Source: an optimization exercise on an open RTL-to-GDS flow (aim: small area). Production flows keep margins and buffers that such runs may drop.
The RTL was checked by simulation tests, not by an equivalence proof against the original design.
The flow treats the clock pin as an ideal source, which a real chip does not have.
Power is estimated from default activity; no workload was simulated.

===== flow/design.v =====
module rs_alu(
	input clk,
	input rst,
	output [31:0] PC_out,
	output [3:0] rob_id_out,
	output [16:0] EX_ctrl_out,
	output [5:0] p_rs_out,
	output [5:0] p_rt_out,
	output [15:0] imm_bits_out,
	output [5:0] p_rd_out,
	output stl_dec_rs_alu_full,
	input [3:0] num_rob_entry,
	input [31:0] PC_in,
	input [16:0] EX_ctrl_in,
	input [5:0] p_rs_in,
	input [5:0] p_rt_in,
	input p_rs_rdy_in,
	input p_rt_rdy_in,
	input rs_read,
	input rt_read,
	input [15:0] imm_bits_in,
	input [5:0] p_rd_new,
	input alloc_RS_en,
	input stall_issue,
	output wire issue_en,
	input recover,
	input [3:0] rec_rob_entry,
	input stall_hazard,
	input bus_en,
	input [5:0] tag
);
	localparam W = 71;
	reg [7:0] valid;
	reg [7:0] rs_rdy;
	reg [7:0] rt_rdy;
	reg [3:0] rob_id [0:7];
	reg [5:0] prf_rs [0:7];
	reg [5:0] prf_rt [0:7];
	reg [W-1:0] payload [0:7];  
	reg [7:0] age [0:7];
	reg [7:0] alloc_sel;
	always @(*) begin
		alloc_sel = 8'd0;
		for (integer i = 7; i >= 0; i = i - 1)
			if (!valid[i]) alloc_sel = 8'd1 << i;
	end
	wire [7:0] alloc_we = alloc_RS_en ? alloc_sel : 8'd0;
	function automatic older(input integer j, input integer k);
		older = (j < k) ? age[j][k] : ~age[k][j];
	endfunction
	wire [7:0] req = valid & rs_rdy & rt_rdy;
	reg [7:0] grant;
	always @(*) begin
		for (integer i = 0; i < 8; i = i + 1) begin
			grant[i] = req[i];
			for (integer j = 0; j < 8; j = j + 1)
				if (j != i && req[j] && older(j, i)) grant[i] = 1'b0;
		end
	end
	wire no_issue = recover | stall_hazard | stall_issue;
	assign issue_en = ~no_issue & (|req);
	wire [7:0] issue_clr = no_issue ? 8'd0 : grant;
	reg [7:0] flush_clr;
	always @(*) begin
		for (integer i = 0; i < 8; i = i + 1)
			flush_clr[i] = recover && valid[i] && (rob_id[i] == rec_rob_entry);
	end
	always @(posedge clk or negedge rst) begin
		if (~rst) valid <= 8'd0;
		else valid <= (valid & ~issue_clr & ~flush_clr) | alloc_we;
	end
	wire rs_rdy_new = p_rs_rdy_in | ~rs_read | (bus_en && tag == p_rs_in);
	wire rt_rdy_new = p_rt_rdy_in | ~rt_read | (bus_en && tag == p_rt_in);
	always @(posedge clk) begin
		for (integer i = 0; i < 8; i = i + 1) begin
			if (alloc_we[i]) begin
				rs_rdy[i] <= rs_rdy_new;
				rt_rdy[i] <= rt_rdy_new;
				rob_id[i] <= num_rob_entry;
				prf_rs[i] <= p_rs_in;
				prf_rt[i] <= p_rt_in;
				payload[i] <= {PC_in, EX_ctrl_in, imm_bits_in, p_rd_new};
			end else begin
				if (bus_en && tag == prf_rs[i]) rs_rdy[i] <= 1'b1;
				if (bus_en && tag == prf_rt[i]) rt_rdy[i] <= 1'b1;
			end
			for (integer k = i + 1; k < 8; k = k + 1) begin
				if (alloc_we[k]) age[i][k] <= 1'b1;
				else if (alloc_we[i]) age[i][k] <= 1'b0;
			end
		end
	end
	reg [2:0] gidx;
	always @(*) begin
		gidx = 3'd0;
		for (integer i = 7; i >= 0; i = i - 1)
			if (grant[i]) gidx = i;
	end
	wire [7:0] sel = 8'd1 << gidx;
	reg [W-1:0] pl_out;
	reg [3:0] rob_out;
	reg [5:0] rs_out, rt_out;
	always @(*) begin
		pl_out = {W{1'b0}};
		rob_out = 4'd0;
		rs_out = 6'd0;
		rt_out = 6'd0;
		for (integer i = 0; i < 8; i = i + 1) begin
			pl_out = pl_out | ({W{sel[i]}} & payload[i]);
			rob_out = rob_out | ({4{sel[i]}} & rob_id[i]);
			rs_out = rs_out | ({6{sel[i]}} & prf_rs[i]);
			rt_out = rt_out | ({6{sel[i]}} & prf_rt[i]);
		end
	end
	assign {PC_out, EX_ctrl_out, imm_bits_out, p_rd_out} = pl_out;
	assign rob_id_out = rob_out;
	assign p_rs_out = rs_out;
	assign p_rt_out = rt_out;
	assign stl_dec_rs_alu_full = &valid;
endmodule

===== flow/flow/run.sh =====
#!/bin/bash
# The standard layout (standard.sh) with these changes:
#  - synthesis maps logic with an area-oriented ABC script (flow/synth_area.tcl,
#    flow/area.abc); registers are mapped exactly as in the standard synthesis;
#  - port buffers use the smallest buffer cell;
#  - CTS uses clkbuf_8 with sink clusters of up to 16 and no dummy loads.
# The full make output goes to flow.log in this folder; ORFS's per-step logs are
# under orfs/logs/.
set -euo pipefail
HERE=$(pwd)
CTS="-sink_clustering_enable -repair_clock_nets -dont_use_dummy_load -buf_list sky130_fd_sc_hd__clkbuf_8 -sink_clustering_size 16 -sink_clustering_max_diameter 100"
export MY_ABC_SCRIPT="$HERE/flow/area.abc"
bash standard.sh \
  "SYNTH_SCRIPT=$HERE/flow/synth_area.tcl" \
  "BUFFER_PORTS_ARGS=-buffer_cell sky130_fd_sc_hd__buf_1" \
  "CTS_ARGS=$CTS" \
  finish > flow.log 2>&1

===== flow/flow/area.abc =====
strash
balance
dc2
dch -f
amap -m -F 50

===== flow/flow/synth_area.tcl =====
# The standard synthesis script (synth_recipe.tcl), with one change: Yosys's abc
# step maps the logic with the area-oriented ABC script named by MY_ABC_SCRIPT.
# Flip-flop mapping (dfflibmap) runs before abc and is untouched, so the registers,
# their names and their cell types are the standard synthesis's.
proc synth {args} { yosys synth -nofsm -noshare {*}$args }
proc abc {args} {
  set i [lsearch -exact $args -script]
  if {$i >= 0 && [info exists ::env(MY_ABC_SCRIPT)]} { lset args [expr {$i + 1}] $::env(MY_ABC_SCRIPT) }
  yosys abc {*}$args
}
source $::env(SCRIPTS_DIR)/synth.tcl
# left out here: clear keep_hierarchy, flatten, clean up, hide names made inside functions, write 1_2_yosys.v

===== flow/standard.sh =====
#!/bin/bash
# synth_recipe.tcl (not shown) runs the flow's synth.tcl, then flattens the netlist and writes it again
# the make line also repeats each setting of config.mk as NAME=value (left out here)
make -C /OpenROAD-flow-scripts/flow DESIGN_CONFIG=/design/flow/config.mk WORK_HOME=/design/flow/orfs CLKGATE_MAP_FILE= SYNTH_SCRIPT=/design/flow/synth_recipe.tcl "${@:-finish}"

===== flow/config.mk =====
export PLATFORM = sky130hd
export DESIGN_NAME = rs_alu
export DESIGN_NICKNAME = rs_alu
export VERILOG_FILES = /design/flow/design.v
export SDC_FILE = /design/flow/constraint.sdc
export NUM_CORES = 4
export LEC_CHECK = 0
export CAP_MARGIN = 10
export CORE_MARGIN = 2
export CORE_UTILIZATION = 45
export SLEW_MARGIN = 10

===== flow/constraint.sdc =====
create_clock -name core_clock -period 8.0 [get_ports {clk}]
set_input_delay 1.6000 -clock core_clock [delete_from_list [all_inputs] [get_ports {clk}]]
set_output_delay 1.6000 -clock core_clock [all_outputs]
set_load 0.01 [all_outputs]

==> impl_metrics.toml, run 1 <==
[outcome]
status = "timing/DRC/antenna clean"

[placed_design]
gp_congestion = 0.884
io_buffers = 196
place_hpwl_um = 42900
pre_cts_ws_ns = 2.85
dp.cells = 2633

[power]
ir_drop_mv = 0.212
power_frac_seq_pct = 49.7
p_sw_w = 0.00372
internal_power_w = 0.00635
power_frac_comb_pct = 33.5
clockPowerShare_pct = 16.8
power_density_mw_per_mm2 = 329
p_sw_share_pct = 37.0
p_leak_nw = 9.08

[sta]
timing.setup.tns_ns = 0
max-slew-margin-rel_pct = 29.2
finalCritPeriodShare_pct = 73.9
fmax_mhz = 169
setup_slack_ns = 2.09
finalMaxSlewViolations = 0
final_hold_viol_count = 0
fin_worst_skew_ns = 0.0510
period_minus_slack_ns = 5.91
worstMarginPinSlew_ns = 1.06
timing.hold.ws_ns = 0.498
setup_violations = 0
rsz0062_at_grt = "false"

[synthesis]
yosys.area.top_type = "edfxtp_1"
avgSynthCellArea_um2 = 17.1
synth-compound-area-share_pct = 13.2
ys_ff_latch = 748
synth.area.top_cells = "edfxtp_1, a222oi_1, a22oi_1, dfxtp_1, nand2_1"
synthAdderAreaFrac_pct = 0
synth_cell_types = 35
ys.flop_type = "edfxtp_1"
synth-seq-area-share_pct = 80.2
ys_warn_count = 6
muxShareOfSynthArea_pct = 0
synth_enable_flop_cells = 712
synthSimpleGateAreaFrac_pct = 5.35
synthArstFlopShare_pct = 1.07
netlist_area_mm2 = 0.0276
synth_top_area_share_pct = 77.5
synth_fp_nets = 1724
synth-xor-area-share_pct = 0
synth_cells = 1616
synth_top_family_by_area = "compound AO/OA/AOI/OAI gates"

[cells_and_area]
syn_to_final_growth_pct = 10.8
nFillCells = 4996
utilization_pct = 50.6
drive_gt1_share_pct = 6.41
final_nets = 2013
finalNonFillerCells = 2688

[clock_tree]
cts_buffers = 52
ctsHoldBuffers = 0
clk_pin_slew_ns = 0.11
post_cts_resize_count = 0
clk_latency_ns = 0.69
clk_root_buffer_cell = "clkbuf_8"
cts_sinks = 748
cts_tree = "yes"
htree_levels = 2
cts_setup_buffers = 0
cts.path.max_buffers = 3

[floorplan]
std_cell_rows = 90
die_w_um = 252
die-area_mm2 = 0.0633
io_pins = 197
initial_core_util_pct = 45.6
core-area_mm2 = 0.0605
fp.dieH_um = 252

[worst_setup_path]
r2r_end = "payload[6][9]"
crit_buf_inv = 4
cp_slowest_cell = "buf_4"
cp_cell_sequence = "nand3_1, o22ai_1, nor4_4, clkinv_1, nand4_1, nor4_2, buf_4, clkinv_1, o22ai_1, a221oi_1, o211ai_1, buf_1"
start_kind = "flop"
rr_startpoint = "valid[0]"
r2r_slack_ns = 4.71
reg2reg_depth = 5
max_stage_delay_ns = 0.53
worstSetupPathType = "flop to output pin"
worst_ep_required_time_ns = 6.40
critPathCaptureType = "output pin"
critPathMaxFanout = 34
path_delay_family = "buffers and inverters"
arrival_ns = 4.31

[routing]
remaining_drc_errors = 0
ant_nets = 0
vias = 17500
wl_per_cell_um = 28.8
drt-total-wl_um = 77400
first_iter_violations = 2617
first_pass_iters = 8
vias_per_cell = 6.53

[worst_hold_path]
hold_class = "flop to flop"
hold_end = "age[2][4]"
min_from = "age[2][4]"
whs_path_depth = 2

[grt]
gr-total-overflow = 0
gr-usage-all-layers_pct = 24.0
grt_pass1_wl_um = 113000
antenna_found_initial = 8
grt_pass1_vias = 17200
grt_start_max_net_pins = 64

[job]
cap_viol_max_count = 0
[cell usage after synthesis, drive strengths merged (5+ instances only)]
master,n
edfxtp,712
nand2,142
a222oi,139
clkinv,92
a22oi,87
o21ai,73
nand4,64
o22ai,57
nor2,37
nand3,32
a221oi,30
dfxtp,28
o2111ai,24
a21oi,18
or2,16
o221ai,10
nor4,9
dfrtp,8
o41ai,5
[worst max path at each step]
stage | startpoint | to | cells past startpoint
global placement | valid[1] | imm_bits_out[8] | 10
CTS | valid[1] | imm_bits_out[8] | 10
finish | valid[1] | p_rt_out[3] | 12
floorplan | alloc_RS_en | rs_rdy[4] | 4
detailed placement | valid[1] | imm_bits_out[8] | 10
global route | valid[1] | p_rt_out[3] | 12
[power by group through the flow]
| stage | Combinational, W | Sequential [W] | Clock, W |
|---|---|---|---|
| after detailed placement | 0.00340 | 0.00509 | 0 |
| after global routing | 0.00363 | 0.00504 | 0.00187 |
| after global placement | 0.00339 | 0.00507 | 0 |
| after floorplan | 0.00179 | 0.00510 | 0 |
| after CTS | 0.00341 | 0.00500 | 0.00174 |
| final | 0.00337 | 0.00501 | 0.00169 |
[worst reg2reg max path, stage by stage (launching register included)]
cell	delay, ns
dfrtp_1	0.53
nand4_1	0.27
nand3b_1	0.35
nor3b_4	0.25
buf_4	0.68
buf_4	0.80
[area by class of cell]
class	count	area, um^2	share of cell area (%)
multi-input cells	776	5360	17.5
repair buffers	235	1030	3.36
flip-flops and latches	748	22100	72.4
clock buffers	52	716	2.34
inverters	92	345	1.13
diodes	3	7.51	0.0245
well taps	782	978	3.20
[placed cells by master, fill, tap and decap left out, types with 5 or more instances in the layout]
cell and instances:
a222oi_1 139, a22oi_1 87, edfxtp_1 712, o22ai_2 7
nand3_1 26, dfxtp_1 28, dfrtp_1 8, clkbuf_8 52
clkinv_1 92, nand2_1 142, a221oi_1 30, o221ai_1 9
nor2_1 34, a21oi_1 18, nand3_2 6, or2_0 16
o2111ai_1 23, buf_4 39, nand4_1 64, o21ai_0 71
nor4_4 6, buf_1 196, o41ai_1 5, o22ai_1 50
[registers in the layout (all words and copies together) (netlist names)]
name,cells
valid,8
prf_rs,48
rob_id,32
rt_rdy,8
rs_rdy,8
payload,568
prf_rt,48
age,28
[logic make-up after synthesis]
group,Yosys count
flip-flops,748
AO/OA/AOI/OAI,463
AND/OR/NAND/NOR,313
buffers and inverters,92
[layer usage]
metal | vias to the layer above | part of all wire [%] | GRT usage [%]
li1 | 7474 | - | -
met1 | 8986 | 41 | 33.1
met2 | 930 | 47 | 38.9
met3 | 144 | 9.5 | 4.76
met4 | 12 | 2.3 | 6.77
met5 | - | 0.11 | 0
[through the flow]
| step | area, um^2 | power [W] |
|---|---|---|
| 2_1_floorplan | 27800 | 0.00689 |
| 3_3_place_gp | 29900 | 0.00847 |
| 3_5_place_dp | 29900 | 0.00849 |
| 4_1_cts | 30600 | 0.0102 |
| 5_1_grt | 30600 | 0.0105 |
| 6_report | 30600 | 0.0101 |
==> inputs of run 2 (changes only) <==
==> flow/flow/area.abc (replaced) <==
strash
dc2
dch -f
amap -m
==> impl_metrics.toml, run 2 <==
[worst_setup_path]
start_kind = "flop"
worstSetupPathType = "flop to output pin"
arrival_ns = 4.66
rr_startpoint = "valid[0]"
critPathCaptureType = "output pin"
worst_ep_required_time_ns = 6.40
critPathLaunch = "valid[0]"
critPathMaxFanout = 59

[cells_and_area]
multi_input_comb_area_mm2 = 0.00535
finalNonFillerCells = 2679
layout_commonest_cell = "edfxtp_1"
largest_reg_flops = 568
register_area_mm2 = 0.0221
regMostFlops = "payload"
syn_to_final_growth_pct = 10.4
nFillCells = 5022
layout_common_cells = "edfxtp_1, buf_1, a222oi_1"
drive_gt1_share_pct = 5.43
largestRegisters = "payload (568), prf_rs (48), prf_rt (48)"
final_nets = 2006

[sta]
rsz0062_at_grt = "false"
setup_violations = 0
fin_worst_skew_ns = 0.0224
period_minus_slack_ns = 6.26
fmax_mhz = 160
max-slew-margin-rel_pct = 18.2
timing.setup.tns_ns = 0
finalCritPeriodShare_pct = 78.3
finalMaxSlewViolations = 0
final_hold_viol_count = 0
worstMarginPinSlew_ns = 1.20

[routing]
wl_per_cell_um = 28.6
first_pass_iters = 6
met3_length_um = 7210
remaining_drc_errors = 0
vias = 17300
wl_met1_um = 31500
wl_met2_um = 35400
vias_per_cell = 6.46
first_iter_violations = 2480
top_layer = "met5"
drt-total-wl_um = 76700
ant_nets = 0

[synthesis]
synthTopCellsByCount = "edfxtp_1, a222oi_1, nand2_1"
ys_warn_count = 6
avgSynthCellArea_um2 = 17.1
synth_cells = 1613
synth_fp_nets = 1721
synth.area.top_cells = "edfxtp_1, a222oi_1, dfxtp_1, nand2_1, a22oi_1"
synthArstFlopShare_pct = 1.07
synth_enable_flop_cells = 712
muxShareOfSynthArea_pct = 0
ys.flop_type = "edfxtp_1"
yosys.area.top_type = "edfxtp_1"
synth_cell_types = 37
netlist_area_mm2 = 0.0276
synth_top_family_by_area = "compound AO/OA/AOI/OAI gates"
synth.most_common_cell = "edfxtp_1"
synth-xor-area-share_pct = 0
synthSimpleGateAreaFrac_pct = 5.39
ys_ff_latch = 748
synth_top_area_share_pct = 77.4
synthAdderAreaFrac_pct = 0
synth-compound-area-share_pct = 13.4
synth-seq-area-share_pct = 80.1

[outcome]
status = "timing/DRC/antenna clean"

[power]
clockPowerShare_pct = 16.9
power_density_mw_per_mm2 = 331
internal_power_w = 0.00638
p_leak_nw = 9.17
power_w = 0.0101
ir_drop_mv = 0.323
p_sw_w = 0.00372
power_frac_seq_pct = 49.7
power_frac_comb_pct = 33.4
p_sw_share_pct = 36.9

[job]
cap_viol_max_count = 0

[grt]
antenna_found_initial = 9
gr-total-overflow = 0
grt_start_max_net_pins = 68
grt_pass1_wl_um = 112000
grt_pass1_vias = 17000
gr-usage-all-layers_pct = 23.9

[floorplan]
die-area_mm2 = 0.0634
std_cell_rows = 90
fp.dieH_um = 252
initial_core_util_pct = 45.7
die_w_um = 252
io_pins = 197
core-area_mm2 = 0.0605

[worst_hold_path]
min_from = "age[2][5]"
hold_class = "flop to flop"

[clock_tree]
clk_root_buffer_cell = "clkbuf_8"
cts.path.max_buffers = 3
ctsHoldBuffers = 0
cts_buffers = 52
clk_pin_slew_ns = 0.11
cts_sinks = 748
clk_latency_ns = 0.68
htree_levels = 2
post_cts_resize_count = 0
cts_setup_buffers = 0
cts_tree = "yes"

[placed_design]
place_hpwl_um = 42800
io_buffers = 196
dp.cells = 2626
gp_congestion = 0.891
## run 2: final timing paths
path,end,slack [ns],depth (start not counted)
min,age[2][5],0.47,2
max in group asynchronous,valid[2],6.78,1
max reg2reg,payload[6][22],4.18,6
min reg2reg,age[2][5],0.47,2
max,p_rs_out[3],1.74,12
min in group asynchronous,valid[0],0.87,1
## run 2: final cells by class
cell class | count | area share (%)
inverters | 81 | 1.01
well taps | 782 | 3.21
flip-flops and latches | 748 | 72.6
clock buffers | 52 | 2.35
multi-input cells | 784 | 17.5
diodes | 1 | 0.00821
repair buffers | 231 | 3.27
## run 2: per-stage QoR
stage / setup slack (ns) / instance area (um^2) / hold WS [ns] / util (%)
after CTS: 1.74 / 30500 / 0.471 / 50.4
final: 1.74 / 30500 / 0.472 / 50.4
after global routing: 1.52 / 30500 / 0.490 / 50.4
after global placement: 2.54 / 29800 / 0.452 / 49.2
after floorplan: -2.83 / 27700 / 0.433 / -
after detailed placement: 2.47 / 29800 / 0.455 / 49.2
## run 2: kinds of logic after synthesis
kind of cell / Yosys count
DFF: 748
AOI/OAI and AO/OA: 456
and+or+nand+nor: 328
buffers and inverters: 81
## run 2: routing by layer
metal	vias to the layer above	track usage [%]
met5	-	0
met4	16	8.23
met3	170	5.32
met2	914	37.9
met1	8740	32.9
li1	7477	-
## run 2: worst max-delay path, cell delays in order, from the launching register on
cell and delay [ns]:
dfrtp_1 0.47, nand3_1 0.27, clkinv_1 0.31, a21oi_1 0.21
o221ai_1 0.17, a2111oi_4 0.29, buf_4 0.48, buf_4 0.81
clkinv_1 0.33, o22ai_1 0.18, a221oi_1 0.07, o211ai_1 0.18
buf_1 0.19
## run 2: power by group through the flow
stage | Clock (W) | Sequential, W | Combinational, W
finish | 0.00171 | 0.00502 | 0.00337
global route | 0.00187 | 0.00505 | 0.00363
CTS | 0.00175 | 0.00501 | 0.00341
detailed placement | 0 | 0.00510 | 0.00340
global placement | 0 | 0.00508 | 0.00338
floorplan | 0 | 0.00511 | 0.00184
==> inputs of run 3 (changes only) <==
==> flow/flow/area.abc (replaced) <==
&get -n
&st
&dch -f
&nf -a -R 1000
&put
==> impl_metrics.toml, run 3 <==
[synthesis]
synth_cells = 1564
synth_enable_flop_cells = 712
synth.most_common_cell = "edfxtp_1"
synthTopCellsByCount = "edfxtp_1, nand2_1, a222oi_1"
synthArstFlopShare_pct = 1.07
avgSynthCellArea_um2 = 17.8
synth_top_area_share_pct = 77.0
yosys.area.top_type = "edfxtp_1"
ys.flop_type = "edfxtp_1"
synth.area.top_cells = "edfxtp_1, a222oi_1, xor2_1, nand2_1, dfxtp_1"
synth_fp_nets = 1672
synth_cell_types = 34
ys_ff_latch = 748
synth-seq-area-share_pct = 79.7
netlist_area_mm2 = 0.0278
ys_warn_count = 6

[routing]
vias_per_cell = 6.10
vias = 16100
first_pass_iters = 9
wl_per_cell_um = 26.9
drt-total-wl_um = 71000
remaining_drc_errors = 0
first_iter_violations = 2133
ant_nets = 0

[worst_setup_path]
critPathMaxFanout = 44
start_kind = "flop"
reg2reg_depth = 5
cp_cell_sequence = "and3_1, a221o_1, a221o_1, a21oi_1, o21ai_0, a41oi_4, buf_4, nor4_1, and3_4, buf_4, a222oi_1, nand3_1, buf_1"
arrival_ns = 4.86
cp_slowest_cell = "buf_4"
max_stage_delay_ns = 0.48
rr_startpoint = "valid[0]"
worstSetupPathType = "flop to output pin"
critPathCaptureType = "output pin"
r2r_end = "payload[6][29]"
worst_ep_required_time_ns = 6.40
r2r_slack_ns = 4.50

[power]
power_frac_seq_pct = 47.8
p_sw_share_pct = 37.9
internal_power_w = 0.00664
power_density_mw_per_mm2 = 350
power_frac_comb_pct = 36.3
p_leak_nw = 9.68
clockPowerShare_pct = 16.0
ir_drop_mv = 0.289
p_sw_w = 0.00405

[sta]
max-slew-margin-rel_pct = 26.7
finalMaxSlewViolations = 0
rsz0062_at_grt = "false"
fin_worst_skew_ns = 0.0535
period_minus_slack_ns = 6.46
worstMarginPinSlew_ns = 1.10
setup_slack_ns = 1.54
timing.setup.tns_ns = 0
fmax_mhz = 155
setup_violations = 0
timing.hold.ws_ns = 0.474
finalCritPeriodShare_pct = 80.7
final_hold_viol_count = 0

[cells_and_area]
final_nets = 1951
multi_input_comb_area_mm2 = 0.00564
largest_reg_flops = 568
layout_commonest_cell = "edfxtp_1"
nFillCells = 5107
register_area_mm2 = 0.0221
layout_common_cells = "edfxtp_1, buf_1, nand2_1"
regMostFlops = "payload"
largestRegisters = "payload (568), prf_rs (48), prf_rt (48)"
syn_to_final_growth_pct = 10.0
drive_gt1_share_pct = 5.27

[placed_design]
io_buffers = 196
place_hpwl_um = 38100
gp_congestion = 0.883
pre_cts_ws_ns = 2.27

[clock_tree]
clk_root_buffer_cell = "clkbuf_8"
ctsHoldBuffers = 0
clk_latency_ns = 0.69
cts.path.max_buffers = 3
cts_sinks = 748
post_cts_resize_count = 0
htree_levels = 2
clk_pin_slew_ns = 0.10
cts_setup_buffers = 0
cts_tree = "yes"
cts_buffers = 52

[floorplan]
std_cell_rows = 91
die_w_um = 252
initial_core_util_pct = 45.2
fp.dieH_um = 252
core-area_mm2 = 0.0614
io_pins = 197
die-area_mm2 = 0.0637

[grt]
antenna_found_initial = 8
gr-total-overflow = 0
grt_start_max_net_pins = 91
grt_pass1_vias = 16100
gr-usage-all-layers_pct = 22.1
grt_pass1_wl_um = 104000

[worst_hold_path]
whs_path_depth = 2
hold_end = "age[0][1]"
hold_class = "flop to flop"
min_from = "age[0][1]"

[job]
cap_viol_max_count = 0

[outcome]
status = "timing/DRC/antenna clean"
-- run 3: cell types whose count changed after synthesis, moves of 33 or more --
cell / before / now
a22oi_1: 49 / 16
a21oi_1: 40 / 3
xnor2_1: 0 / 34
nand2_1: 139 / 180
a21boi_0: 0 / 39
clkinv_1: 81 / 17
nand3_1: 45 / 108
o21ai_0: 41 / 6
nor2_1: 63 / 2
xor2_1: 0 / 101
-- run 3: kinds of logic after synthesis --
| logic type | synth area share [%] |
|---|---|
| AO/OA/AOI/OAI | 9.86 |
| XOR/XNOR | 4.26 |
| buffers and inverters | 0.230 |
| flip-flops | 79.7 |
| AND/OR/NAND/NOR | 5.90 |
-- run 3: how the worst max path moves through the flow --
| stage | startpoint | end | slack (ns) | cells after the start |
|---|---|---|---|---|
| 6_report | valid[0] | EX_ctrl_out[9] | 1.54 | 13 |
| 3_5_place_dp | valid[0] | EX_ctrl_out[9] | 2.27 | 13 |
| 4_1_cts | valid[0] | EX_ctrl_out[9] | 1.49 | 13 |
| 5_1_grt | valid[0] | EX_ctrl_out[1] | 1.25 | 13 |
| 2_1_floorplan | valid[1] | EX_ctrl_out[10] | 1.19 | 8 |
| 3_3_place_gp | valid[0] | PC_out[25] | 2.40 | 13 |
-- run 3: through the flow --
stage | total power (W) | utilization (%) | std cells | instance area (um^2)
after CTS | 0.0108 | 49.8 | 2631 | 30500
after detailed placement | 0.00913 | 48.6 | 2579 | 29800
after floorplan | 0.00736 | - | 1564 | 27800
final | 0.0107 | 49.8 | 2636 | 30600
after global routing | 0.0112 | 49.8 | 2634 | 30500
after global placement | 0.00910 | 48.6 | 2579 | 29800
-- run 3: metal layers --
| metal | GRT usage [%] | share of wire (%) |
|---|---|---|
| met4 | 5.73 | 2.3 |
| met2 | 36.5 | 49 |
| met3 | 4.10 | 7.8 |
| met1 | 30.3 | 41 |
| met5 | 0 | 0.052 |
-- run 3: power groups by stage --
stage               logic [W]  registers, W  clock network [W]
floorplan             0.00220       0.00516                  0
global placement      0.00393       0.00517                  0
detailed placement    0.00394       0.00519                  0
CTS                   0.00396       0.00510            0.00175
global route          0.00422       0.00515            0.00187
finish                0.00388       0.00511            0.00171
-- run 3: critical path: cells and delay by family (launching register included) --
| family | cells | cell delay [ns] |
|---|---|---|
| AOI/OAI and AO/OA | 6 | 1.45 |
| buffers and inverters | 3 | 1.13 |
| DFF | 1 | 0.45 |
| and+or+nand+nor | 4 | 1.12 |
-- run 3: layout make-up --
| cell class | count | share of cell area, % |
|---|---|---|
| antenna | 5 | 0.0410 |
| clock buffer | 52 | 2.34 |
| inverter | 17 | 0.274 |
| multi-input combinational | 799 | 18.5 |
| sequential | 748 | 72.5 |
| tap | 790 | 3.24 |
| timing repair buffer | 225 | 3.16 |
==> inputs of run 4 (changes only) <==
--- a/flow/flow/run.sh
+++ b/flow/flow/run.sh
@@ -8,7 +8,7 @@
 # under orfs/logs/.
 set -euo pipefail
 HERE=$(pwd)
-CTS="-sink_clustering_enable -repair_clock_nets -dont_use_dummy_load -buf_list sky130_fd_sc_hd__clkbuf_8 -sink_clustering_size 16 -sink_clustering_max_diameter 100"
+CTS="-sink_clustering_enable -repair_clock_nets -dont_use_dummy_load -buf_list sky130_fd_sc_hd__clkbuf_16 -sink_clustering_size 28 -sink_clustering_max_diameter 120"
 export MY_ABC_SCRIPT="$HERE/flow/area.abc"
 bash standard.sh \
   "SYNTH_SCRIPT=$HERE/flow/synth_area.tcl" \
==> flow/flow/area.abc (replaced) <==
strash
dc2
dch -f
amap -m
==> impl_metrics.toml, run 4 <==
[outcome]
status = "timing/DRC/antenna clean"

[cells_and_area]
final_nets = 1984
final_area_mm2 = 0.0305
regMostFlops = "payload"
finalNonFillerCells = 2657
drive_gt1_share_pct = 4.32
syn_to_final_growth_pct = 10.5
nFillCells = 5008
largestRegisters = "payload (568), prf_rs (48), prf_rt (48)"
largest_reg_flops = 568
layout_common_cells = "edfxtp_1, buf_1, a222oi_1"
layout_commonest_cell = "edfxtp_1"

[clock_tree]
htree_levels = 1
cts_tree = "yes"
cts_buffers = 30
clk_pin_slew_ns = 0.12
clk_root_buffer_cell = "clkbuf_16"
post_cts_resize_count = 0
ctsHoldBuffers = 0
cts_setup_buffers = 0
clk_latency_ns = 0.62
cts_sinks = 748
cts.path.max_buffers = 3

[worst_setup_path]
reg2reg_depth = 6
critPathLaunch = "valid[0]"
critPathCaptureType = "output pin"
r2r_slack_ns = 4.21
crit_buf_inv = 5
path_delay_family = "buffers and inverters"
cp_slowest_cell = "buf_4"
worst_ep_required_time_ns = 6.40
r2r_end = "payload[6][14]"
arrival_ns = 4.60
rr_startpoint = "valid[0]"
crit_end = "p_rs_out[3]"
worstSetupPathType = "flop to output pin"
cp_cell_sequence = "nand3_1, clkinv_1, a21oi_1, o221ai_1, a2111oi_4, buf_4, buf_4, clkinv_1, o22ai_1, a221oi_1, o211ai_1, buf_1"
max_stage_delay_ns = 0.81
path_depth = 12
start_kind = "flop"
critPathMaxFanout = 59

[grt]
grt_start_max_net_pins = 68
gr-total-overflow = 0
met1_usage_pct = 32.9
gr-usage-all-layers_pct = 23.6
antenna_found_initial = 9
grt_pass1_vias = 16800
grt_pass1_wl_um = 111000
grt-busiest-layer = "met2"
grt_use_met2_pct = 37.7
met3_usage_pct = 4.47

[synthesis]
synth-xor-area-share_pct = 0
synthAdderAreaFrac_pct = 0
muxShareOfSynthArea_pct = 0
synth_cells = 1613
ys_ff_latch = 748
synth-seq-area-share_pct = 80.1
synthArstFlopShare_pct = 1.07
yosys.area.top_type = "edfxtp_1"
synth_fp_nets = 1721
synth.most_common_cell = "edfxtp_1"
synth-compound-area-share_pct = 13.4
netlist_area_mm2 = 0.0276
synth_enable_flop_cells = 712
synth.area.top_cells = "edfxtp_1, a222oi_1, dfxtp_1, nand2_1, a22oi_1"
synthSimpleGateAreaFrac_pct = 5.39
ys.flop_type = "edfxtp_1"
synthTopCellsByCount = "edfxtp_1, a222oi_1, nand2_1"
synth_top_area_share_pct = 77.4
ys_warn_count = 6
avgSynthCellArea_um2 = 17.1
synth_cell_types = 37
synth_top_family_by_area = "compound AO/OA/AOI/OAI gates"

[placed_design]
gp_congestion = 0.891
place_hpwl_um = 42800
placed_area_mm2 = 0.0298
dp.cells = 2626
pre_cts_ws_ns = 2.47
io_buffers = 196

[routing]
vias_per_cell = 6.48
ant_nets = 0
first_pass_iters = 7
first_iter_violations = 2712
remaining_drc_errors = 0
wl_per_cell_um = 28.7
vias = 17200
drt-total-wl_um = 76200

[power]
p_leak_nw = 9.17
ir_drop_mv = 0.316
power_density_mw_per_mm2 = 332

[floorplan]
die_w_um = 252
std_cell_rows = 90
initial_core_util_pct = 45.7
die-area_mm2 = 0.0634
fp.dieH_um = 252
io_pins = 197
core-area_mm2 = 0.0605

[sta]
fin_worst_skew_ns = 0.0360
setup_slack_ns = 1.80
timing.setup.tns_ns = 0
finalCritPeriodShare_pct = 77.5
max-slew-margin-rel_pct = 17.2
finalMaxSlewViolations = 0
fmax_mhz = 161
rsz0062_at_grt = "false"
final_hold_viol_count = 0
setup_violations = 0
period_minus_slack_ns = 6.20
worstMarginPinSlew_ns = 1.21

[job]
cap_viol_max_count = 0

[worst_hold_path]
hold_class = "flop to flop"
min_from = "age[2][5]"
==> run 4: worst min-delay path by stage <==
stage	end	cells after the start
floorplan	age[0][3]	2
global placement	age[2][5]	2
detailed placement	age[2][5]	2
CTS	age[2][5]	2
global route	age[2][7]	2
finish	age[2][5]	2
==> run 4: cell families (layout without fill, tap and decap cells) <==
| logic type | count (synthesis) | after routing |
|---|---|---|
| and+or+nand+nor | 328 | 328 |
| buffers and inverters | 81 | 342 |
| AOI/OAI and AO/OA | 456 | 456 |
| DFF | 748 | 748 |
| other | 0 | 1 |
==> run 4: worst min-delay path, cell delays in order (launching register included) <==
cell	delay, ns
dfxtp_1	0.35
nand2_1	0.06
nand2_1	0.04
==> run 4: layout make-up <==
cell class | instances | area, um^2 | share of cell area (%)
Sequential cell | 748 | 22100 | 72.5
Multi-Input combinational cell | 784 | 5350 | 17.5
Timing Repair Buffer | 231 | 998 | 3.27
Tap cell | 782 | 978 | 3.20
Clock buffer | 30 | 751 | 2.46
Inverter | 81 | 307 | 1.00
Antenna cell | 1 | 2.50 | 0.00820
==> run 4: power by group <==
group / switching [W] / internal, W / total, W
sequential: 0.000190 / 0.00483 / 0.00502
clock: 0.00110 / 0.000672 / 0.00177
combinational: 0.00240 / 0.000966 / 0.00336
==> run 4: per-layer routing <==
| metal | part of all wire, % | vias to the layer above |
|---|---|---|
| li1 | - | 7435 |
| met2 | 46 | 925 |
| met3 | 9.5 | 150 |
| met1 | 41 | 8692 |
| met4 | 3.2 | 16 |
| met5 | 0.14 | - |
==> run 4: metrics by stage <==
step / power (W) / hold slack [ns] / util [%]
2_1_floorplan: 0.00694 / 0.433 / -
3_3_place_gp: 0.00847 / 0.452 / 49.2
3_5_place_dp: 0.00850 / 0.455 / 49.2
4_1_cts: 0.0102 / 0.472 / 50.5
5_1_grt: 0.0106 / 0.490 / 50.5
6_report: 0.0101 / 0.474 / 50.5
==> inputs of run 5 (changes only) <==
==> flow/flow/run.sh (replaced) <==
#!/bin/bash
# The standard layout (standard.sh) with these changes:
#  - synthesis maps logic with an area-oriented ABC script (flow/synth_area.tcl,
#    flow/area.abc); registers are mapped exactly as in the standard synthesis;
#  - port buffers use the smallest buffer cell;
#  - CTS uses clkbuf_4 with sink clusters of up to 8 and no dummy loads.
# The full make output goes to flow.log in this folder; ORFS's per-step logs are
# under orfs/logs/.
set -euo pipefail
HERE=$(pwd)
CTS="-sink_clustering_enable -repair_clock_nets -dont_use_dummy_load -buf_list sky130_fd_sc_hd__clkbuf_4 -sink_clustering_size 8 -sink_clustering_max_diameter 70"
export MY_ABC_SCRIPT="$HERE/flow/area.abc"
bash standard.sh \
  "SYNTH_SCRIPT=$HERE/flow/synth_area.tcl" \
  "BUFFER_PORTS_ARGS=-buffer_cell sky130_fd_sc_hd__buf_1" \
  "CTS_ARGS=$CTS" \
  finish > flow.log 2>&1
--- a/flow/config.mk
+++ b/flow/config.mk
@@ -5,7 +5,7 @@
 export SDC_FILE = /design/flow/constraint.sdc
 export NUM_CORES = 4
 export LEC_CHECK = 0
-export CAP_MARGIN = 10
+export CAP_MARGIN = 0
 export CORE_MARGIN = 2
 export CORE_UTILIZATION = 45
-export SLEW_MARGIN = 10
+export SLEW_MARGIN = 0
==> impl_metrics.toml, run 5 <==
[worst_setup_path]
worstSetupPathType = "flop to output pin"
r2r_slack_ns = 4.19
start_kind = "flop"
arrival_ns = 4.83
max_stage_delay_ns = 0.80
path_delay_family = "buffers and inverters"
critPathMaxFanout = 59
cp_slowest_cell = "buf_4"
cp_cell_sequence = "nand3_1, clkinv_1, a21oi_1, o221ai_1, a2111oi_4, buf_4, buf_4, clkinv_1, o22ai_1, a221oi_1, o211ai_1, buf_1"
critPathCaptureType = "output pin"
crit_buf_inv = 5
worst_ep_required_time_ns = 6.40

[placed_design]
gp_congestion = 0.891
place_hpwl_um = 42800
io_buffers = 196

[cells_and_area]
drive_gt1_share_pct = 7.91
register_area_mm2 = 0.0221
largestRegisters = "payload (568), prf_rs (48), prf_rt (48)"
syn_to_final_growth_pct = 10.6
nFillCells = 5067
final_nets = 2057
largest_reg_flops = 568
regMostFlops = "payload"
multi_input_comb_area_mm2 = 0.00535
layout_common_cells = "edfxtp_1, buf_1, a222oi_1"
utilization_pct = 50.5
layout_commonest_cell = "edfxtp_1"

[power]
power_w = 0.0102
power_frac_seq_pct = 49.4
p_leak_nw = 9.27
clockPowerShare_pct = 17.4
p_sw_w = 0.00377
power_density_mw_per_mm2 = 332
ir_drop_mv = 0.320
power_frac_comb_pct = 33.2
p_sw_share_pct = 37.1
internal_power_w = 0.00638

[routing]
first_iter_violations = 2636
wl_per_cell_um = 28.4
remaining_drc_errors = 0
vias = 17500
drt-total-wl_um = 77600
vias_per_cell = 6.42
ant_nets = 0
first_pass_iters = 7

[clock_tree]
htree_levels = 3
post_cts_resize_count = 0
cts_sinks = 748
cts.path.max_buffers = 3
cts_buffers = 103
cts_tree = "yes"
clk_pin_slew_ns = 0.10
clk_root_buffer_cell = "clkbuf_4"
cts_setup_buffers = 0
ctsHoldBuffers = 0
clk_latency_ns = 0.90

[job]
cap_viol_max_count = 0

[floorplan]
die_w_um = 252
die-area_mm2 = 0.0634
core-area_mm2 = 0.0605
initial_core_util_pct = 45.7
io_pins = 197
std_cell_rows = 90
fp.dieH_um = 252

[sta]
finalCritPeriodShare_pct = 80.4
final_hold_viol_count = 0
fmax_mhz = 155
period_minus_slack_ns = 6.43
max-slew-margin-rel_pct = 17.0
worstMarginPinSlew_ns = 1.21
timing.setup.tns_ns = 0
setup_violations = 0
finalMaxSlewViolations = 0
rsz0062_at_grt = "false"
fin_worst_skew_ns = 0.0791

[grt]
grt_start_max_net_pins = 68
gr-usage-all-layers_pct = 24.3
antenna_found_initial = 11
gr-total-overflow = 0
grt_pass1_vias = 17500
grt_pass1_wl_um = 113000

[synthesis]
synth.most_common_cell = "edfxtp_1"
synth-seq-area-share_pct = 80.1
avgSynthCellArea_um2 = 17.1
synth_cell_types = 37
synthArstFlopShare_pct = 1.07
synth_enable_flop_cells = 712
ys.flop_type = "edfxtp_1"
synthTopCellsByCount = "edfxtp_1, a222oi_1, nand2_1"
ys_warn_count = 6
synth_fp_nets = 1721
ys_ff_latch = 748
synth_cells = 1613
synth.area.top_cells = "edfxtp_1, a222oi_1, dfxtp_1, nand2_1, a22oi_1"
yosys.area.top_type = "edfxtp_1"
synth_top_area_share_pct = 77.4
netlist_area_mm2 = 0.0276

[worst_hold_path]
hold_class = "flop to flop"

[outcome]
status = "timing/DRC/antenna clean"
## run 5: stage by stage
step                setup WS [ns]  instances  cell area, um^2  hold slack (ns)
floorplan                   -2.83       1613            27700            0.433
global placement             2.54       2626            29800            0.452
detailed placement           2.47       2626            29800            0.455
CTS                          1.52       2729            30500            0.467
global route                 1.31       2732            30600            0.489
finish                       1.57       2732            30600            0.467
## run 5: power by group through the flow
stage               Combinational (W)  Clock (W)  Sequential, W
floorplan                     0.00184          0        0.00511
global placement              0.00338          0        0.00508
detailed placement            0.00340          0        0.00510
CTS                           0.00341    0.00183        0.00501
global route                  0.00363    0.00197        0.00505
finish                        0.00337    0.00176        0.00502
## run 5: final cells by class
type	instances	share of cell area, %
clock buffer	103	2.53
inverter	81	1.00
multi-input combinational	784	17.5
sequential	748	72.5
tap	782	3.20
timing repair buffer	231	3.27
antenna	3	0.0246
## run 5: worst reg2reg max path, cell delays in order (launching register included)
cell and delay [ns]:
dfrtp_1 0.47, nand3_1 0.17, or3_1 0.51, nor2_1 0.14, nand3_1 0.48, inv_4 0.73, buf_4 0.86
## run 5: routing by layer
layer	GRT usage, %	vias to the layer above	wire length, um
met5	0	-	104
met4	9.97	16	2610
met3	6.12	177	7560
met2	38.1	935	35600
met1	32.7	8777	31700
li1	-	7627	-
## run 5: path summary, 6_finish.rpt
| kind | from | depth (start not counted) | end |
|---|---|---|---|
| min | age[2][5] | 2 | age[2][5] |
| min reg2reg | age[2][5] | 2 | age[2][5] |
| max reg2reg | valid[0] | 6 | payload[6][65] |
| min in group asynchronous | rst | 1 | valid[3] |
| max | valid[0] | 12 | p_rs_out[3] |
| max in group asynchronous | rst | 1 | valid[4] |
## run 5: cell families after synthesis
logic type / Yosys count / synth area share, %
flops: 748 / 80.1
compound gates: 456 / 13.4
simple gates: 328 / 5.39
buf+inv: 81 / 1.10
==> inputs of run 6 (changes only) <==
==> flow/flow/run.sh (replaced) <==
#!/bin/bash
# The standard layout (standard.sh) with these changes:
#  - synthesis maps logic with an area-oriented ABC script (flow/synth_area.tcl,
#    flow/area.abc); registers are mapped exactly as in the standard synthesis;
#  - port buffers use the smallest buffer cell;
#  - CTS uses clkbuf_8 with sink clusters of up to 16 and no dummy loads;
#  - after CTS, gates off the critical paths are downsized (flow/post_cts.tcl).
# The full make output goes to flow.log in this folder; ORFS's per-step logs are
# under orfs/logs/.
set -euo pipefail
HERE=$(pwd)
CTS="-sink_clustering_enable -repair_clock_nets -dont_use_dummy_load -buf_list sky130_fd_sc_hd__clkbuf_8 -sink_clustering_size 16 -sink_clustering_max_diameter 100"
export MY_ABC_SCRIPT="$HERE/flow/area.abc"
bash standard.sh \
  "SYNTH_SCRIPT=$HERE/flow/synth_area.tcl" \
  "BUFFER_PORTS_ARGS=-buffer_cell sky130_fd_sc_hd__buf_1" \
  "CTS_ARGS=$CTS" \
  "POST_CTS_TCL=$HERE/flow/post_cts.tcl" \
  finish > flow.log 2>&1
==> flow/flow/post_cts.tcl (new file) <==
# After CTS: downsize gates off the critical paths, then repair any slew or
# capacitance limit that the downsizing broke, and legalize the placement.
estimate_parasitics -placement
repair_timing -recover_power 100 -verbose
repair_design -slew_margin 10 -cap_margin 10 -verbose
detailed_placement
check_placement -verbose
estimate_parasitics -placement
report_design_area
--- a/flow/config.mk
+++ b/flow/config.mk
@@ -5,7 +5,7 @@
 export SDC_FILE = /design/flow/constraint.sdc
 export NUM_CORES = 4
 export LEC_CHECK = 0
-export CAP_MARGIN = 0
+export CAP_MARGIN = 10
 export CORE_MARGIN = 2
 export CORE_UTILIZATION = 45
-export SLEW_MARGIN = 0
+export SLEW_MARGIN = 10
==> impl_metrics.toml, run 6 <==
[clock_tree]
cts_tree = "yes"
clk_pin_slew_ns = 0.12
clk_latency_ns = 0.67
cts_sinks = 748

[worst_setup_path]
max_stage_delay_ns = 0.89
r2r_slack_ns = 4.18
arrival_ns = 4.76
worstSetupPathType = "flop to output pin"
worst_ep_required_time_ns = 6.40
cp_cell_sequence = "nand3_1, clkinv_1, a22oi_1, nand2_1, a2111oi_4, clkbuf_2, buf_4, a222oi_1, o2111ai_1, buf_1"
critPathMaxFanout = 67
critPathCaptureType = "output pin"
cp_slowest_cell = "buf_4"
start_kind = "flop"

[cells_and_area]
layout_commonest_cell = "edfxtp_1"
drive_gt1_share_pct = 5.91
layout_common_cells = "edfxtp_1, a222oi_1, nand2_1"
final_nets = 2021
syn_to_final_growth_pct = 11.4
regMostFlops = "payload"
largestRegisters = "payload (568), prf_rs (48), prf_rt (48)"
finalNonFillerCells = 2694
largest_reg_flops = 568

[sta]
period_minus_slack_ns = 6.36
final_hold_viol_count = 0
worstMarginPinSlew_ns = 1.14
setup_violations = 0
finalMaxSlewViolations = 0
timing.setup.tns_ns = 0
finalCritPeriodShare_pct = 79.5
setup_slack_ns = 1.64
fin_worst_skew_ns = 0.0270
fmax_mhz = 157
max-slew-margin-rel_pct = 21.8
rsz0062_at_grt = "false"

[routing]
first_iter_violations = 2523
ant_nets = 0
drt-total-wl_um = 76900
vias_per_cell = 6.43
wl_per_cell_um = 28.6
vias = 17300
first_pass_iters = 7
remaining_drc_errors = 0

[power]
power_w = 0.0101
ir_drop_mv = 0.313
power_density_mw_per_mm2 = 330
p_leak_nw = 9.29

[floorplan]
die-area_mm2 = 0.0634
initial_core_util_pct = 45.7
io_pins = 197
std_cell_rows = 90
fp.dieH_um = 252
core-area_mm2 = 0.0605
die_w_um = 252

[outcome]
status = "timing/DRC/antenna clean"

[placed_design]
gp_congestion = 0.891
dp.cells = 2626
pre_cts_ws_ns = 2.47
io_buffers = 196
place_hpwl_um = 42800

[job]
cap_viol_max_count = 0

[synthesis]
synth.area.top_cells = "edfxtp_1, a222oi_1, dfxtp_1, nand2_1, a22oi_1"
synth_cells = 1613
synth_top_area_share_pct = 77.4
synthArstFlopShare_pct = 1.07
avgSynthCellArea_um2 = 17.1
synthTopCellsByCount = "edfxtp_1, a222oi_1, nand2_1"
synth_fp_nets = 1721
ys_ff_latch = 748
netlist_area_mm2 = 0.0276
ys.flop_type = "edfxtp_1"
synth_cell_types = 37
synth.most_common_cell = "edfxtp_1"
synth_enable_flop_cells = 712
ys_warn_count = 6
synth-seq-area-share_pct = 80.1
yosys.area.top_type = "edfxtp_1"

[grt]
gr-total-overflow = 0
gr-usage-all-layers_pct = 24.0
antenna_found_initial = 9
grt_pass1_vias = 17100
grt_pass1_wl_um = 112000
grt_start_max_net_pins = 68

[worst_hold_path]
hold_class = "flop to flop"
-- run 6: worst max-delay path: cells and delay by family (launching register included) --
family	cells	cell delay [ns]
flip-flops	1	0.48
AO/OA/AOI/OAI	4	1.05
AND/OR/NAND/NOR	2	0.41
buffers and inverters	4	2.01
-- run 6: path summary, 6_finish.rpt --
path / from / end / cells after the start
max in group asynchronous: rst / valid[2] / 1
min in group asynchronous: rst / valid[3] / 1
min: age[2][5] / age[2][5] / 2
max reg2reg: valid[0] / valid[2] / 10
min reg2reg: age[2][5] / age[2][5] / 2
max: valid[4] / p_rs_out[4] / 10
-- run 6: layout make-up --
class,count,area (um^2)
multi-input cells,784,5320
repair buffers,246,1320
inverters,81,308
diodes,1,2.50
clock buffers,52,716
flip-flops and latches,748,22100
fillers,5002,29700
well taps,782,978
-- run 6: metrics by stage --
step / instance area, um^2 / hold WS (ns) / utilization (%)
2_1_floorplan: 27700 / 0.433 / -
3_3_place_gp: 29800 / 0.452 / 49.2
6_report: 30800 / 0.472 / 50.9
3_5_place_dp: 29800 / 0.455 / 49.2
5_1_grt: 30800 / 0.490 / 50.9
-- run 6: power by group --
part	internal (W)	switching, W	total, W	leakage, nW
Clock	0.000583	0.00112	0.00171	0.374
Sequential	0.00482	0.000187	0.00501	6.77
Combinational	0.00102	0.00241	0.00344	2.15
Total	0.00642	0.00373	0.0101	9.29
-- run 6: layer usage --
metal,track usage [%],up-vias,part of all wire [%]
li1,-,7495,-
met1,33.1,8711,41
met2,37.8,922,46
met3,5.59,166,9.9
met4,8.23,16,3.2
met5,0,-,0.14
-- run 6: kinds of logic (layout without fill, tap and decap cells) --
family	count (synthesis)	in the layout	synth area share [%]
AO/OA/AOI/OAI	456	456	13.4
flip-flops	748	748	80.1
AND/OR/NAND/NOR	328	328	5.39
buffers and inverters	81	379	1.10
other	0	1	0

-- separate check: timing with driven ports --
In the flow no input, the clock included, has a driving cell. The finished layouts below were timed again as built, in two steps. Step 1, drivers: a clkbuf_16 drives clk and a buf_2 each remaining input, both assumed. Step 2 moves the port delays by t, midway between the first and last clock arrival at a register: inputs arrive t later, outputs are due t later. That takes back most of the time a late clock gives input paths. a / b / c = no drivers / after step 1 / after step 2; a / b = the first two.
run	t (ns)	setup WS [ns]	latest minus earliest clock arrival (ns)
run 1	0.722	2.085 / 2.026 / 2.747	0.061 / 0.061
run 2	0.714	1.735 / 1.681 / 2.395	0.030 / 0.030
run 3	0.713	1.544 / 1.490 / 2.203	0.063 / 0.063
run 4	0.665	1.804 / 1.744 / 2.409	0.037 / 0.037
run 5	0.917	1.567 / 1.511 / 2.429	0.080 / 0.079
run 6	0.711	1.638 / 1.587 / 2.298	0.034 / 0.034
After both steps setup and hold are still met in every run listed.
